Context: an optimization exercise on an open-source flow, tuned for small area and a short achievable clock period. The choices shown serve that exercise and are no tape-out recipe.
Where RTL was checked, it was by simulation tests only, not by an equivalence proof against the original.
The RTL of run 1 was laid out without a check of its function.
No activity file was given, so power comes from the tool's default toggle rates.

==> flow/design.v (outline; a module is shown in full before it is edited, if it fits) <==
// module QE_M: 847 lines
// module qe_fa: 5 lines
// module qe_fs: 5 lines
// module qe_fc: 5 lines
// module qe_x2: 5 lines
// module qe_xn: 5 lines
// module qe_cy: 5 lines
// module qe_ha: 5 lines
// module qe_aoi: 5 lines
// module qe_oai: 5 lines
module QE_M (clk, reset, in_a, in_b, in_c, in_x, mode, valid_in, last_input, valid_out, result);
  // ...
==> flow/flow/run.sh <==
#!/bin/bash
# The standard layout, with buf_2 cells as the port buffers.
bash standard.sh "BUFFER_PORTS_ARGS=-buffer_cell sky130_fd_sc_hd__buf_2" finish > standard.log 2>&1
==> flow/standard.sh <==
#!/bin/bash
# synth_recipe.tcl (not shown) runs the flow's synth.tcl, then flattens the netlist and writes it again
# the make line also repeats each setting of config.mk as NAME=value (left out here)
make -C /OpenROAD-flow-scripts/flow DESIGN_CONFIG=/design/flow/config.mk WORK_HOME=/design/flow/orfs CLKGATE_MAP_FILE= SYNTH_SCRIPT=/design/flow/synth_recipe.tcl "${@:-finish}"
==> flow/config.mk <==
export PLATFORM = sky130hd
export DESIGN_NAME = QE_M
export DESIGN_NICKNAME = QE_M
export VERILOG_FILES = /design/flow/design.v
export SDC_FILE = /design/flow/constraint.sdc
export NUM_CORES = 4
export LEC_CHECK = 0
export CAP_MARGIN = 20
export CORE_MARGIN = 2
export CORE_UTILIZATION = 40
export CTS_BUF_LIST = sky130_fd_sc_hd__clkbuf_8
export SETUP_SLACK_MARGIN = 4
export SLEW_MARGIN = 20
export SYNTH_HIERARCHICAL = 1
==> flow/constraint.sdc <==
create_clock -name core_clock -period 6.5 [get_ports {clk}]
set_input_delay 1.3000 -clock core_clock [delete_from_list [all_inputs] [get_ports {clk}]]
set_output_delay 1.3000 -clock core_clock [all_outputs]
set_load 0.01 [all_outputs]
==> summary.txt, run 1 <==
outcome=timing/DRC/antenna clean; nets@finish=981; Post-synth EDFFs=0; commonest cells after routing, fill and taps aside=188 x xor2_1, 143 x dfxtp_1, 86 x nand2_1, 53 x buf_2, 48 x a22oi_1; Tap Count=275; Layout area overhead=11.57%; busiest grt layer=met2; P_int=2.675 mW; #MultiIn Comb=671; M1 wire length=8.672 mm; hold path start=C1[0]$_DFF_P_; placed cells=1163; met2 usage=26.93%; Max Cap Viol=0; sequential cell area share=32.59%; seq_cells=152; WP buf/inv=1; Final Max Tran Viols=0; post-synthesis mux area share=0.2664%; most frequent cells after synthesis=194 x xor2_1, 147 x dfxtp_1, 99 x nand2_1; Non-CTS inverters=11; Tmin final=2.407 ns; critical path's most frequent cell=xor2_1; count of plain and timing-repair buffers=54; layout clock buffer count=17; share of cells above drive strength 1=17.39%; via count=5922; Clk Latency, worst-skew pair=0.45 ns; Top class by area=multi-input combinational cells; num ports=54; Seq. cell area=0.003074 sq mm; Clock Sinks=152; wire per inst=14.67 um; DRC violations left=0; H-tree level count=4; post-synth cell types=42; Critical Path RT=6.88 ns; Regs by FF count=R x16, Y x16
==> inputs of run 2 (changes only) <==
--- a/flow/design.v
+++ b/flow/design.v
@@ -132,17 +132,17 @@
 qe_x2 td_cp_sx8 (.a(td_cp_p[8]), .b(td_cp_c[8]), .y(S3s[8]));
 qe_x2 td_cp_sx9 (.a(td_cp_p[9]), .b(td_cp_c[9]), .y(S3s[9]));
 qe_x2 td_cp_sx10 (.a(td_cp_p[10]), .b(td_cp_c[10]), .y(S3s[10]));
 qe_x2 td_cp_sx11 (.a(td_cp_p[11]), .b(td_cp_c[11]), .y(S3s[11]));
 qe_x2 td_cp_sx12 (.a(td_cp_p[12]), .b(td_cp_c[12]), .y(S3s[12]));
 qe_x2 td_cp_sx13 (.a(td_cp_p[13]), .b(td_cp_c[13]), .y(S3s[13]));
 qe_x2 td_cp_sx14 (.a(td_cp_p[14]), .b(td_cp_c[14]), .y(S3s[14]));
 qe_x2 td_cp_sx15 (.a(td_cp_p[15]), .b(td_cp_c[15]), .y(S3s[15]));
-wire [7:0] bg = ~(in_b & {8{~m1}});
+wire [7:0] bg = ~(in_b & {8{~mode}});
 wire pa_0_0, pa_0_1, pa_0_2, pa_0_3, pa_0_4, pa_0_5, pa_0_6, pa_0_7;
 wire pa_1_0, pa_1_1, pa_1_2, pa_1_3, pa_1_4, pa_1_5, pa_1_6, pa_1_7;
 wire pa_2_0, pa_2_1, pa_2_2, pa_2_3, pa_2_4, pa_2_5, pa_2_6, pa_2_7;
 wire pa_3_0, pa_3_1, pa_3_2, pa_3_3, pa_3_4, pa_3_5, pa_3_6, pa_3_7;
 wire pa_4_0, pa_4_1, pa_4_2, pa_4_3, pa_4_4, pa_4_5, pa_4_6, pa_4_7;
 wire pa_5_0, pa_5_1, pa_5_2, pa_5_3, pa_5_4, pa_5_5, pa_5_6, pa_5_7;
 wire pa_6_0, pa_6_1, pa_6_2, pa_6_3, pa_6_4, pa_6_5, pa_6_6, pa_6_7;
 wire pa_7_0, pa_7_1, pa_7_2, pa_7_3, pa_7_4, pa_7_5, pa_7_6, pa_7_7;
==> flow/flow/run.sh (replaced) <==
#!/bin/bash
# The standard layout, with buf_4 cells as the port buffers.
bash standard.sh "BUFFER_PORTS_ARGS=-buffer_cell sky130_fd_sc_hd__buf_4" finish > standard.log 2>&1
==> run 2 against run 1 <==
Against the previous run:
- still clean on timing, DRC and antenna
- sequential power about the same
- cell count unchanged
- sequential cell count unchanged
- combinational power about the same
- clock skew down 0.0019 ns
- largest power group unchanged
==> summary.txt, run 2 <==
worst path arrival time=2.69 ns (was 2.79 ns); Clock Sinks=152 (unchanged); Worst Hold Class=reg -> reg (unchanged); Sequential Power Share=31.5% (was 31.6%); Critical Path RT=6.88 ns (about the same); wire per inst=14.45 um (was 14.67 um); RR Startpoint=T1a2$_DFF_P_ (was bo[1]$_DFF_P_); commonest non-fill, non-tap cell in the layout=xor2_1 (unchanged); Setup WS pre-CTS=3.809 ns (was 3.673 ns); Power Dens Cells=497.4 mW/mm^2 (was 504.0 mW/mm^2); Top FF cell, synth=dfxtp_1 (unchanged); die width=149.4 um (about the same); Final Hold Fails=0 (unchanged); Clock power frac=14.8% (was 15.2%); outcome=timing/DRC/antenna clean (unchanged); combinational cell fraction of total power=53.6% (was 53.2%); accumulated negative setup slack=0 ns (unchanged); Highest Clock Rate=431.6 MHz (was 415.4 MHz); P_int=2.694 mW (was 2.675 mW); CP Launch Point=T1a2$_DFF_P_ (was in_a[1]); Die H=149.4 um (about the same); Synth area leader=dfxtp_1 (unchanged); maximum VDD drop=0.1753 mV (was 0.1992 mV); clk_skew=0.01442 ns (was 0.01629 ns); Final setup viols=0 (unchanged); I/O Buffers=53 (unchanged); Tmin final=2.317 ns (was 2.407 ns); Cell Area, Synth=0.008457 sq mm (was 0.008453 sq mm); Fill cells=2038 (was 2087); Final Max Tran Viols=0 (unchanged); final instance area=0.009595 sq mm (was 0.009432 sq mm); hpwl dp=13.26 mm (was 13.37 mm); num ports=54 (unchanged); grt met1 use=21.82% (was 22.70%); met2 usage=27.39% (was 26.93%); Clk Latency, worst-skew pair=0.45 ns (about the same); Worst Path Max Fanout=5 (was 11); flops & latches, synth=152 (unchanged); Clk Tree Root Cell=clkbuf_8 (unchanged); register area share after synthesis=36.29% (was 36.31%); fin util=45.94% (was 45.15%); critical path startpoint category=flop (was input port); starting density of the core=40.49% (was 40.47%); setup slack after layout=4.183 ns (was 4.093 ns); period utilization=35.65% (was 37.04%); critical path class=reg -> reg (was in -> reg); Layout area overhead=13.46% (was 11.57%); Post-synth EDFFs=0 (unchanged); Mapped Cells=878 (was 877); initial antenna violation count=0 (unchanged); number of CTS-inserted buffers=17 (unchanged); CP max stage delay=0.45 ns (was 0.28 ns); Regs by FF count=R x16, Y x16 (unchanged); commonest cells after routing, fill and taps aside=186 x xor2_1, 143 x dfxtp_1, 86 x nand2_1, 54 x buf_4, 48 x a22oi_1 (was 188 x xor2_1, 143 x dfxtp_1, 86 x nand2_1, 53 x buf_2, 48 x a22oi_1); Final GP Congestion=0.8898 (was 0.9004); antenna-violating nets left=0 (unchanged); CP max stage cell=xor2_1 (unchanged); via count=5872 (was 5922); reg2reg end=R[15]$_DFF_P_ (was S3a12$_DFF_P_); DRC violations left=0 (unchanged); total gr overflow=0 (unchanged); P_leak=3.766 nW (was 3.709 nW); share of cells above drive strength 1=17.83% (was 17.39%); Die Area=0.02232 sq mm (was 0.02231 sq mm); critical path capture point=R[15]$_DFF_P_ (was T1c8$_DFF_P_); most frequent cells after synthesis=194 x xor2_1, 147 x dfxtp_1, 99 x nand2_1 (unchanged); RSZ-0062 raised after global routing=yes (was no); clock tree buffer depth=2 (unchanged); crit path capture type=flop (unchanged); Core Area=0.02089 sq mm (unchanged); largest net degree at the start of global routing=36 (unchanged); Max Cap Viol=0 (unchanged); critical path's most frequent cell=xor2_1 (unchanged); asr flop ratio synth=3.289% (unchanged); site row count=53 (unchanged); busiest grt layer=met2 (unchanged); Synth warnings=7 (unchanged); CTS tree=built (unchanged); dpl cell area=0.009148 sq mm (was 0.009007 sq mm); R2R setup slack=4.18 ns (was 4.19 ns); CP Cell Sequence=xor2_1 > xor2_1 > xor2_1 > nand2_1 > o21ai_1 > a21oi_2 > o21ai_1 > xor2_1 (was buf_2 > nand2_4 > xor2_2 > xor2_1 > xor2_1 > xor2_1 > xor2_1); Least-Margin Pin Slew=0.5427 ns (was 0.5558 ns); switch share=43.54% (was 43.73%); vias in the first global route=6082 (was 6010); post-synth cell types=42 (unchanged); syn avg cell area=9.632 sq um (was 9.639 sq um); Global Route Usage Sum=16.50% (was 16.70%); sw power=2.078 mW (about the same); nets@finish=981 (unchanged); GR met3 Demand/Resource=3.272% (was 3.456%); Worst-path clk slew=0.10 ns (was 0.09 ns); H-tree level count=4 (unchanged); top-area cell type share of the netlist area=34.80% (was 34.81%); largest cells by area after synthesis=dfxtp_1 35%, xor2_1 20%, fa_1 8.8%, a22o_1 4.7%, nand2_1 4.4% (unchanged); global-route wire length before repair=29.53 mm (was 29.58 mm); CTS Hold Bufs=0 (unchanged); Initial DRT Pass Iterations=4 (was 5); Initial DRC Count=238 (was 308); relative slew slack=63.77% (was 62.90%); R2R depth=8 (was 6); dominant cell by count in the synthesized netlist=xor2_1 (unchanged); Inserted Diodes=0 (unchanged); drt total wl=17.27 mm (was 17.53 mm); vias per inst=4.914 (was 4.956)
-- run 2: cell types whose count changed after synthesis --
cell | previous run | this run
clkbuf_1 | 39 | 40
-- run 2: logic make-up after synthesis --
group	after synthesis	share of synthesized area (%)
xor+xnor	235	24.34
simple gates	205	11.33
compound gates	189	16.36
flops	152	36.29
buf+inv	56	2.559
fa+ha+maj	37	8.759
other cells	2	0.08880
mux	2	0.2663
-- run 2: critical path, delay by kind of cell (launching register included) --
family / cells / cell delay [ns]
xor gates and xnor gates: 4 / 1.11
and+or+nand+nor: 1 / 0.14
DFF: 1 / 0.36
AOI/OAI and AO/OA: 3 / 0.64
-- run 2: how the worst min path moves through the flow --
stage,from,endpoint,cells past startpoint
3_5_place_dp,C1[2]$_DFF_P_,C2[2]$_DFF_P_,0
6_report,C1[2]$_DFF_P_,C2[2]$_DFF_P_,0
4_1_cts,C1[7]$_DFF_P_,C2[7]$_DFF_P_,0
3_3_place_gp,C1[2]$_DFF_P_,C2[2]$_DFF_P_,0
2_1_floorplan,C1[0]$_DFF_P_,C2[0]$_DFF_P_,0
5_1_grt,C1[3]$_DFF_P_,C2[3]$_DFF_P_,0
-- run 2: what timing repair did --
action                     in CTS  in global routing
setup endpoints to repair       0                 16
setup buffers                   0                  0
resized for setup               0                 10
-- run 2: through the flow --
stage	hold slack, ns	power, mW	cells
after floorplan	0.3096	3.572	879
after global placement	0.3106	4.015	1163
after detailed placement	0.3121	4.066	1163
after CTS	0.3330	4.789	1195
after global routing	0.3396	5.198	1195
final	0.3330	4.772	1195
-- run 2: final cells by class --
class	instances	area, sq um	share of cell area [%]
inverters	11	41.29	0.4303
flip-flops and latches	152	3074	32.04
multi-input cells	671	5330	55.55
clock buffers	18	247.7	2.582
clock inverters	14	152.6	1.591
well taps	275	344.1	3.586
repair buffers	54	405.4	4.225
-- run 2: layer usage --
metal / up-vias / wire length [um]
met5: - / 0
met4: 0 / 174
met3: 11 / 417
met2: 90 / 8161
met1: 2782 / 8515
li1: 2989 / -
-- run 2: power groups by stage --
stage	logic (mW)	clock network, mW	registers (mW)
after detailed placement	2.54	0	1.53
after CTS	2.55	0.739	1.51
after global routing	2.87	0.781	1.55
final	2.56	0.708	1.50
after global placement	2.50	0	1.52
after floorplan	2.14	0	1.43
-- run 2: per-module statistics from Yosys, one instance, submodules excluded --
module,flops+latches,cells,times used
QE_M,152,571,1
qe_oai,0,1,20
qe_cy,0,1,45
qe_aoi,0,1,25
qe_x2,0,1,152
qe_fa,0,1,37
qe_xn,0,1,28
==> inputs of run 3 (changes only) <==
--- a/flow/config.mk
+++ b/flow/config.mk
@@ -9,6 +9,6 @@
 export CORE_MARGIN = 2
 export CORE_UTILIZATION = 40
 export CTS_BUF_LIST = sky130_fd_sc_hd__clkbuf_8
-export SETUP_SLACK_MARGIN = 4
+export SETUP_SLACK_MARGIN = 4.2
 export SLEW_MARGIN = 20
 export SYNTH_HIERARCHICAL = 1
==> run 3 against run 2 <==
Against the previous run:
- fmax rose by 2.3%
- still clean
- critical endpoint is now valid_out
- hold slack barely moved
- highest routed layer unchanged
- design area rose by 2.2%
==> summary.txt, run 3 <==
Clock Sinks=152 (unchanged); CP max stage cell=dfrtp_1 (was xor2_1); critical path startpoint category=flop (unchanged); hold path endpoint=C2[7]$_DFF_P_ (was C2[2]$_DFF_P_); WP buf/inv=1 (was 0); Layout area overhead=15.99% (was 13.46%); Cell Area, Synth=0.008457 sq mm (unchanged); nets@finish=986 (was 981); post-synth cell types=42 (unchanged); Worst Path Max Fanout=1 (was 5); top-area cell type share of the netlist area=34.80% (unchanged); Regs by FF count=R x16, Y x16 (unchanged); Top FF cell, synth=dfxtp_1 (unchanged); Global Route Usage Sum=16.40% (was 16.50%); global-route wire length before repair=29.28 mm (was 29.53 mm); Initial DRT Pass Iterations=9 (was 4); Final setup viols=0 (unchanged); Max Cap Viol=0 (unchanged); Power Dens Cells=500.7 mW/mm^2 (was 497.4 mW/mm^2); num ports=54 (unchanged); number of CTS-inserted buffers=17 (unchanged); most frequent cells after synthesis=194 x xor2_1, 147 x dfxtp_1, 99 x nand2_1 (unchanged); hpwl dp=13.20 mm (was 13.26 mm); Clk Latency, worst-skew pair=0.47 ns (was 0.45 ns); wire per inst=14.43 um (was 14.45 um); Synth area leader=dfxtp_1 (unchanged); Seq. cell area=0.003087 sq mm (was 0.003074 sq mm); Fill cells=2023 (was 2038); R2R setup slack=4.35 ns (was 4.18 ns); largest cells by area after synthesis=dfxtp_1 35%, xor2_1 20%, fa_1 8.8%, a22o_1 4.7%, nand2_1 4.4% (unchanged); period utilization=34.84% (was 35.65%); relative slew slack=65.29% (was 63.77%); largest family of logic cells by synthesized area=XOR/XNOR gates (unchanged); Worst-path clk slew=0.09 ns (was 0.10 ns); sw power=2.121 mW (was 2.078 mW); commonest non-fill, non-tap cell in the layout=xor2_1 (unchanged); site row count=53 (unchanged); clock tree buffer depth=2 (unchanged); clk_skew=0.02700 ns (was 0.01442 ns); hold path start=C1[7]$_DFF_P_ (was C1[2]$_DFF_P_); register area share after synthesis=36.29% (unchanged); initial antenna violation count=0 (unchanged); total gr overflow=0 (unchanged); Adder-Cell Fraction of Synth Area=8.759% (unchanged); xor and xnor fraction of the mapped netlist area=24.34% (unchanged); Die H=149.4 um (unchanged); CP top delay family=flip-flops (was XOR/XNOR gates); R2R depth=7 (was 8); outcome=timing/DRC/antenna clean (unchanged); Least-Margin Pin Slew=0.5200 ns (was 0.5427 ns); RSZ-0062 raised after global routing=yes (unchanged); Clk Tree Root Cell=clkbuf_8 (unchanged); post-synthesis mux area share=0.2663% (unchanged); Highest Clock Rate=441.6 MHz (was 431.6 MHz); Die Area=0.02232 sq mm (unchanged); hold slack=0.3326 ns (was 0.3330 ns); crit path capture type=output pin (was flop); Post-Synth Simple-Gate Area=11.33% (unchanged); CTS Hold Bufs=0 (unchanged); worst path arrival time=0.96 ns (was 2.69 ns); dominant cell by count in the synthesized netlist=xor2_1 (unchanged); post-synthesis compound-gate area fraction=16.36% (unchanged); CP Cell Sequence=buf_6 (was xor2_1 > xor2_1 > xor2_1 > nand2_1 > o21ai_1 > a21oi_2 > o21ai_1 > xor2_1); share of cells above drive strength 1=21.30% (was 17.83%); CP max stage delay=0.38 ns (was 0.45 ns); antenna-violating nets left=0 (unchanged); Sequential Power Share=30.8% (was 31.5%); H-tree level count=4 (unchanged); P_int=2.791 mW (was 2.694 mW); CTS tree=built (unchanged); Post-synth EDFFs=0 (unchanged); switch share=43.18% (was 43.54%); Synth warnings=7 (unchanged); drt total wl=17.32 mm (was 17.27 mm); Initial DRC Count=244 (was 238); Core Area=0.02089 sq mm (unchanged); commonest cells after routing, fill and taps aside=176 x xor2_1, 135 x dfxtp_1, 82 x nand2_1, 56 x buf_4, 48 x a22oi_1 (was 186 x xor2_1, 143 x dfxtp_1, 86 x nand2_1, 54 x buf_4, 48 x a22oi_1); die width=149.4 um (unchanged); largest net degree at the start of global routing=36 (unchanged); DRC violations left=0 (unchanged); RR Startpoint=nkeep2$_DFF_P_ (was T1a2$_DFF_P_); Final Max Tran Viols=0 (unchanged); I/O Buffers=53 (unchanged); accumulated negative setup slack=0 ns (unchanged); critical path class=reg -> out (was reg -> reg); Mapped Cells=878 (unchanged); Final Hold Fails=0 (unchanged); Finished Layout Cells=1200 (was 1195); Worst Hold Class=reg -> reg (unchanged); Critical Path RT=5.20 ns (was 6.88 ns); WHS Path Cells=0 (unchanged); vias per inst=4.949 (was 4.914); via count=5939 (was 5872); Inserted Diodes=0 (unchanged); Tmin final=2.264 ns (was 2.317 ns); syn avg cell area=9.632 sq um (unchanged); combinational cell fraction of total power=54.1% (was 53.6%); Final GP Congestion=0.9024 (was 0.8898); Clock power frac=15.1% (was 14.8%); starting density of the core=40.49% (unchanged); asr flop ratio synth=3.289% (unchanged); P_leak=3.838 nW (was 3.766 nW); Multi-input gate area=0.005459 sq mm (was 0.005330 sq mm); maximum VDD drop=0.1886 mV (was 0.1753 mV); vias in the first global route=5907 (was 6082); reg2reg end=S3b9$_DFF_P_ (was R[15]$_DFF_P_); placed cells=1163 (unchanged); flops & latches, synth=152 (unchanged)
==> run 3: per-stage QoR <==
step                      worst slack, ns  cell area [sq um]  utilization (%)  total power, mW
after floorplan                     3.968               8897                -            3.575
after global placement              3.849               9183            43.96            4.022
after detailed placement            3.807               9183            43.96            4.071
after CTS                           4.201               9623            46.07            4.828
after global routing                4.151               9809            46.96            5.324
final                               4.236               9809            46.96            4.912
==> run 3: final cells by class <==
cell class	instances	share of cell area, %
inverters	11	0.4209
multi-input cells	671	55.65
repair buffers	59	4.719
well taps	275	3.508
clock inverters	15	1.849
clock buffers	17	2.385
flip-flops and latches	152	31.47
==> run 3: worst max path at each step <==
stage          cells past startpoint           startpoint            end
2_1_floorplan                      4              in_x[2]   T1a8$_DFF_P_
3_3_place_gp                       5                 mode   T1b7$_DFF_P_
6_report                           1  valid_out$_DFF_PP0_      valid_out
4_1_cts                            6        bt[1]$_DFF_P_  S3a14$_DFF_P_
3_5_place_dp                       7              in_x[7]   T1b9$_DFF_P_
5_1_grt                            7              in_a[1]   T1b9$_DFF_P_
==> run 3: power groups by stage <==
stage / Combinational [mW] / Clock, mW / Sequential (mW)
2_1_floorplan: 2.14 / 0 / 1.43
3_3_place_gp: 2.50 / 0 / 1.52
3_5_place_dp: 2.54 / 0 / 1.53
4_1_cts: 2.56 / 0.761 / 1.51
5_1_grt: 2.97 / 0.799 / 1.56
6_report: 2.66 / 0.741 / 1.51
==> run 3: logic make-up after synthesis <==
| logic type | Yosys count |
|---|---|
| fa+ha+maj | 37 |
| compound gates | 189 |
| other cells | 2 |
| buf+inv | 56 |
| xor+xnor | 235 |
| mux | 2 |
| simple gates | 205 |
| flops | 152 |
==> run 3: metal layers <==
metal	up-vias	GRT usage (%)	wire [um]
li1	2973	-	-
met1	2852	22.45	8528
met2	94	26.08	7982
met3	20	3.211	535
met4	0	5.286	268
met5	-	0	0
==> run 3: modules after synthesis (local to each module, per instance) <==
module | times used | cells inside | flip-flops and latches
qe_oai | 20 | 1 | 0
qe_aoi | 25 | 1 | 0
qe_fa | 37 | 1 | 0
qe_x2 | 152 | 1 | 0
qe_cy | 45 | 1 | 0
QE_M | 1 | 571 | 152
qe_xn | 28 | 1 | 0
==> run 3: what timing repair did <==
action,CTS,global route
gates resized for setup,8,34
endpoints found under the hold margin,0,0
gates cloned,0,0
buffers inserted,0,5
pin swaps,0,15
setup endpoints to repair,16,29
==> inputs of run 4 (changes only) <==
--- a/flow/config.mk
+++ b/flow/config.mk
@@ -9,6 +9,6 @@
 export CORE_MARGIN = 2
 export CORE_UTILIZATION = 40
 export CTS_BUF_LIST = sky130_fd_sc_hd__clkbuf_8
-export SETUP_SLACK_MARGIN = 4.2
+export SETUP_SLACK_MARGIN = 4.1
 export SLEW_MARGIN = 20
 export SYNTH_HIERARCHICAL = 1
==> run 4 against run 3 <==
Against the previous run:
- design area is 1.5% lower
- total power fell by 2.1%
- critical path depth unchanged
- fmax rose by 0.64%
- combinational power is 3% lower
- synthesized cell count unchanged
- cell count down 0.50%
- worst setup slack gained 0.015 ns
- wire length is 0.63% higher
- sequential cell count stayed put
- clock skew decreased by 0.0074 ns
- largest power group unchanged
- critical path type unchanged
==> summary.txt, run 4 <==
Least-Margin Pin Slew=0.5292 ns (was 0.5200 ns); P_leak=3.789 nW (was 3.838 nW); Post-synth EDFFs=0 (unchanged); Cell Area, Synth=0.008457 sq mm (unchanged); top-area cell type share of the netlist area=34.80% (unchanged); Sequential Power Share=31.4% (was 30.8%); Worst Path Max Fanout=1 (unchanged); hpwl dp=13.34 mm (was 13.20 mm); placed cells=1163 (unchanged); switch share=43.16% (was 43.18%); global-route wire length before repair=29.86 mm (was 29.28 mm); CP max stage cell=dfrtp_1 (unchanged); Initial DRC Count=236 (was 244); commonest non-fill, non-tap cell in the layout=xor2_1 (unchanged); accumulated negative setup slack=0 ns (unchanged); Final Hold Fails=0 (unchanged); drt total wl=17.42 mm (was 17.32 mm); die width=149.4 um (unchanged); clk_skew=0.01963 ns (was 0.02700 ns); Global Route Usage Sum=16.79% (was 16.40%); Worst-path clk slew=0.09 ns (about the same); flops & latches, synth=152 (unchanged); crit path capture type=output pin (unchanged); final instance area=0.009666 sq mm (was 0.009809 sq mm); asr flop ratio synth=3.289% (unchanged); commonest cells after routing, fill and taps aside=181 x xor2_1, 140 x dfxtp_1, 82 x nand2_1, 53 x buf_4, 48 x a22oi_1 (was 176 x xor2_1, 135 x dfxtp_1, 82 x nand2_1, 56 x buf_4, 48 x a22oi_1); Initial DRT Pass Iterations=5 (was 9); RSZ-0062 raised after global routing=yes (unchanged); Synth warnings=7 (unchanged); Clock power frac=15.1% (about the same); site row count=53 (unchanged); via count=5902 (was 5939); num ports=54 (unchanged); post-synth cell types=42 (unchanged); CP top delay family=flip-flops (unchanged); relative slew slack=64.67% (was 65.29%); nets@finish=981 (was 986); Synth area leader=dfxtp_1 (unchanged); Die Area=0.02232 sq mm (unchanged); Max Cap Viol=0 (unchanged); syn avg cell area=9.632 sq um (unchanged); Layout area overhead=14.29% (was 15.99%); Post-CTS Repair Setup Buffers=0 (unchanged); vias in the first global route=6068 (was 5907); Final setup viols=0 (unchanged); maximum VDD drop=0.1674 mV (was 0.1886 mV); Die H=149.4 um (unchanged); DRC violations left=0 (unchanged); wire per inst=14.59 um (was 14.43 um); most frequent cells after synthesis=194 x xor2_1, 147 x dfxtp_1, 99 x nand2_1 (unchanged); Final Max Tran Viols=0 (unchanged); outcome=timing/DRC/antenna clean (unchanged); clock tree buffer depth=2 (unchanged); largest cells by area after synthesis=dfxtp_1 35%, xor2_1 20%, fa_1 8.8%, a22o_1 4.7%, nand2_1 4.4% (unchanged); Critical Path RT=5.20 ns (about the same); sw power=2.076 mW (was 2.121 mW); Worst Hold Class=reg -> reg (unchanged); Mapped Cells=878 (unchanged); CP max stage delay=0.37 ns (was 0.38 ns); Final GP Congestion=0.8838 (was 0.9024); H-tree level count=4 (unchanged); period utilization=34.61% (was 34.84%); critical path startpoint category=flop (unchanged); total gr overflow=0 (unchanged); register area share after synthesis=36.29% (unchanged); WP buf/inv=1 (unchanged); Finished Layout Cells=1194 (was 1200); Total Power=4.810 mW (was 4.912 mW); initial antenna violation count=0 (unchanged); CTS tree=built (unchanged); Clock Sinks=152 (unchanged); Regs by FF count=R x16, Y x16 (unchanged); Core Area=0.02089 sq mm (unchanged); combinational cell fraction of total power=53.6% (was 54.1%); share of cells above drive strength 1=19.37% (was 21.30%); Highest Clock Rate=444.5 MHz (was 441.6 MHz); dpl cell area=0.009183 sq mm (unchanged); starting density of the core=40.49% (unchanged); Clk Latency, worst-skew pair=0.45 ns (was 0.47 ns); Clk Tree Root Cell=clkbuf_8 (unchanged); largest net degree at the start of global routing=36 (unchanged); dominant cell by count in the synthesized netlist=xor2_1 (unchanged); CP Cell Sequence=buf_4 (was buf_6); Tmin final=2.250 ns (was 2.264 ns); Power Dens Cells=497.6 mW/mm^2 (was 500.7 mW/mm^2); P_int=2.734 mW (was 2.791 mW); Top FF cell, synth=dfxtp_1 (unchanged); Inserted Diodes=0 (unchanged); critical path class=reg -> out (unchanged); vias per inst=4.943 (was 4.949); worst path arrival time=0.95 ns (was 0.96 ns); number of CTS-inserted buffers=17 (unchanged); antenna-violating nets left=0 (unchanged); I/O Buffers=53 (unchanged)
[run 4: what timing repair did]
item,in CTS,in global routing
endpoints found under the setup margin,12,21
hold buffers,0,0
resized for setup,2,16
[run 4: worst reg2reg max path, cell delays in order (launching register included)]
cell and delay, ns:
dfxtp_1 0.32, buf_6 0.17, o21ai_0 0.30, xor2_1 0.28, xnor2_2 0.17, xor2_1 0.26, xor2_1 0.25, xor2_1 0.25
a22o_1 0.17
[run 4: cells by family after synthesis]
group | share of synthesized area, %
other | 0.08880
XOR/XNOR | 24.34
flip-flops | 36.29
buffers and inverters | 2.559
AND/OR/NAND/NOR | 11.33
multiplexers | 0.2663
adder cells (fa/ha/maj) | 8.759
AO/OA/AOI/OAI | 16.36
[run 4: worst paths after layout]
check	start	to	slack, ns	cells after the start
max in group asynchronous	reset	lastd$_DFF_PP1_	5.52	2
worst max register to register	nkeep2$_DFF_P_	S3b14$_DFF_P_	4.28	8
min in group asynchronous	reset	valid_out$_DFF_PP0_	0.74	2
worst min-delay path	C1[7]$_DFF_P_	C2[7]$_DFF_P_	0.33	0
worst max-delay path	valid_out$_DFF_PP0_	valid_out	4.25	1
worst min register to register	C1[7]$_DFF_P_	C2[7]$_DFF_P_	0.33	0
[run 4: layer usage]
layer / GRT usage (%) / share of wire, % / up-vias
met2: 27.39 / 47 / 90
met4: 5.381 / 0.80 / 0
met3: 2.966 / 2.9 / 8
li1: - / - / 2980
met5: 0 / 0 / -
met1: 22.62 / 49 / 2824
[run 4: modules after synthesis, one instance, submodules excluded]
module / cell area (sq um) / flops+latches / cells inside / copies in the design
QE_M: 5426 / 152 / 571 / 1
qe_fa: 20.02 / 0 / 1 / 37
qe_aoi: 8.758 / 0 / 1 / 25
qe_cy: 8.758 / 0 / 1 / 45
qe_x2: 8.758 / 0 / 1 / 152
qe_xn: 8.758 / 0 / 1 / 28
qe_oai: 5.005 / 0 / 1 / 20
[run 4: layout make-up]
| class | instances | area, sq um |
|---|---|---|
| clock buffer | 18 | 247.7 |
| clock inverter | 13 | 150.1 |
| fill | 2049 | 11220 |
| inverter | 11 | 41.29 |
| multi-input combinational | 671 | 5395 |
| sequential | 152 | 3078 |
| tap | 275 | 344.1 |
| timing repair buffer | 54 | 409.1 |
[run 4: stage by stage]
stage | hold slack [ns] | utilization [%] | setup WS, ns
6_report | 0.3278 | 46.27 | 4.250
5_1_grt | 0.3262 | 46.27 | 4.074
4_1_cts | 0.3291 | 45.88 | 4.146
3_5_place_dp | 0.3121 | 43.96 | 3.814
3_3_place_gp | 0.3118 | 43.96 | 3.851
2_1_floorplan | 0.3096 | - | 3.968
[run 4: power groups by stage]
stage / Combinational [mW] / Sequential, mW / Clock (mW)
2_1_floorplan: 2.14 / 1.43 / 0
3_3_place_gp: 2.50 / 1.52 / 0
3_5_place_dp: 2.54 / 1.53 / 0
4_1_cts: 2.55 / 1.51 / 0.749
5_1_grt: 2.89 / 1.55 / 0.791
6_report: 2.58 / 1.51 / 0.724

[re-timing with driven ports]
The results above use ideal ports. As a check the final layouts listed here were re-extracted and re-timed, cells and wires unchanged. Step 1: set_driving_cell puts a clkbuf_16 on clk and a buf_2 on each other input, an assumption about the parent block. Step 2 moves the port delays by t, midway between the first and last clock arrival at a register: inputs arrive t later, outputs are due t later. That takes back most of the time a late clock gives input paths. Three values: ideal, step 1, step 2; two values: the first two.
| run | t (ns) | setup WS [ns] | worst register clock-pin slew, ns | worst slew at a driven data input, ns |
|---|---|---|---|---|
| run 1 | 0.489 | 4.093 / 4.115 / 3.626 | 0.10 / 0.10 | 0.04 |
| run 2 | 0.476 | 4.183 / 4.183 / 3.784 | 0.10 / 0.10 | 0.05 |
| run 3 | 0.497 | 4.236 / 4.197 / 3.756 | 0.11 / 0.11 | 0.04 |
| run 4 | 0.475 | 4.250 / 4.214 / 3.811 | 0.10 / 0.10 | 0.04 |
After both steps setup and hold are still met in every run listed. The setup slack of run 3, which loses most, moves by -0.039 ns with the drivers and by -0.480 ns with both steps.
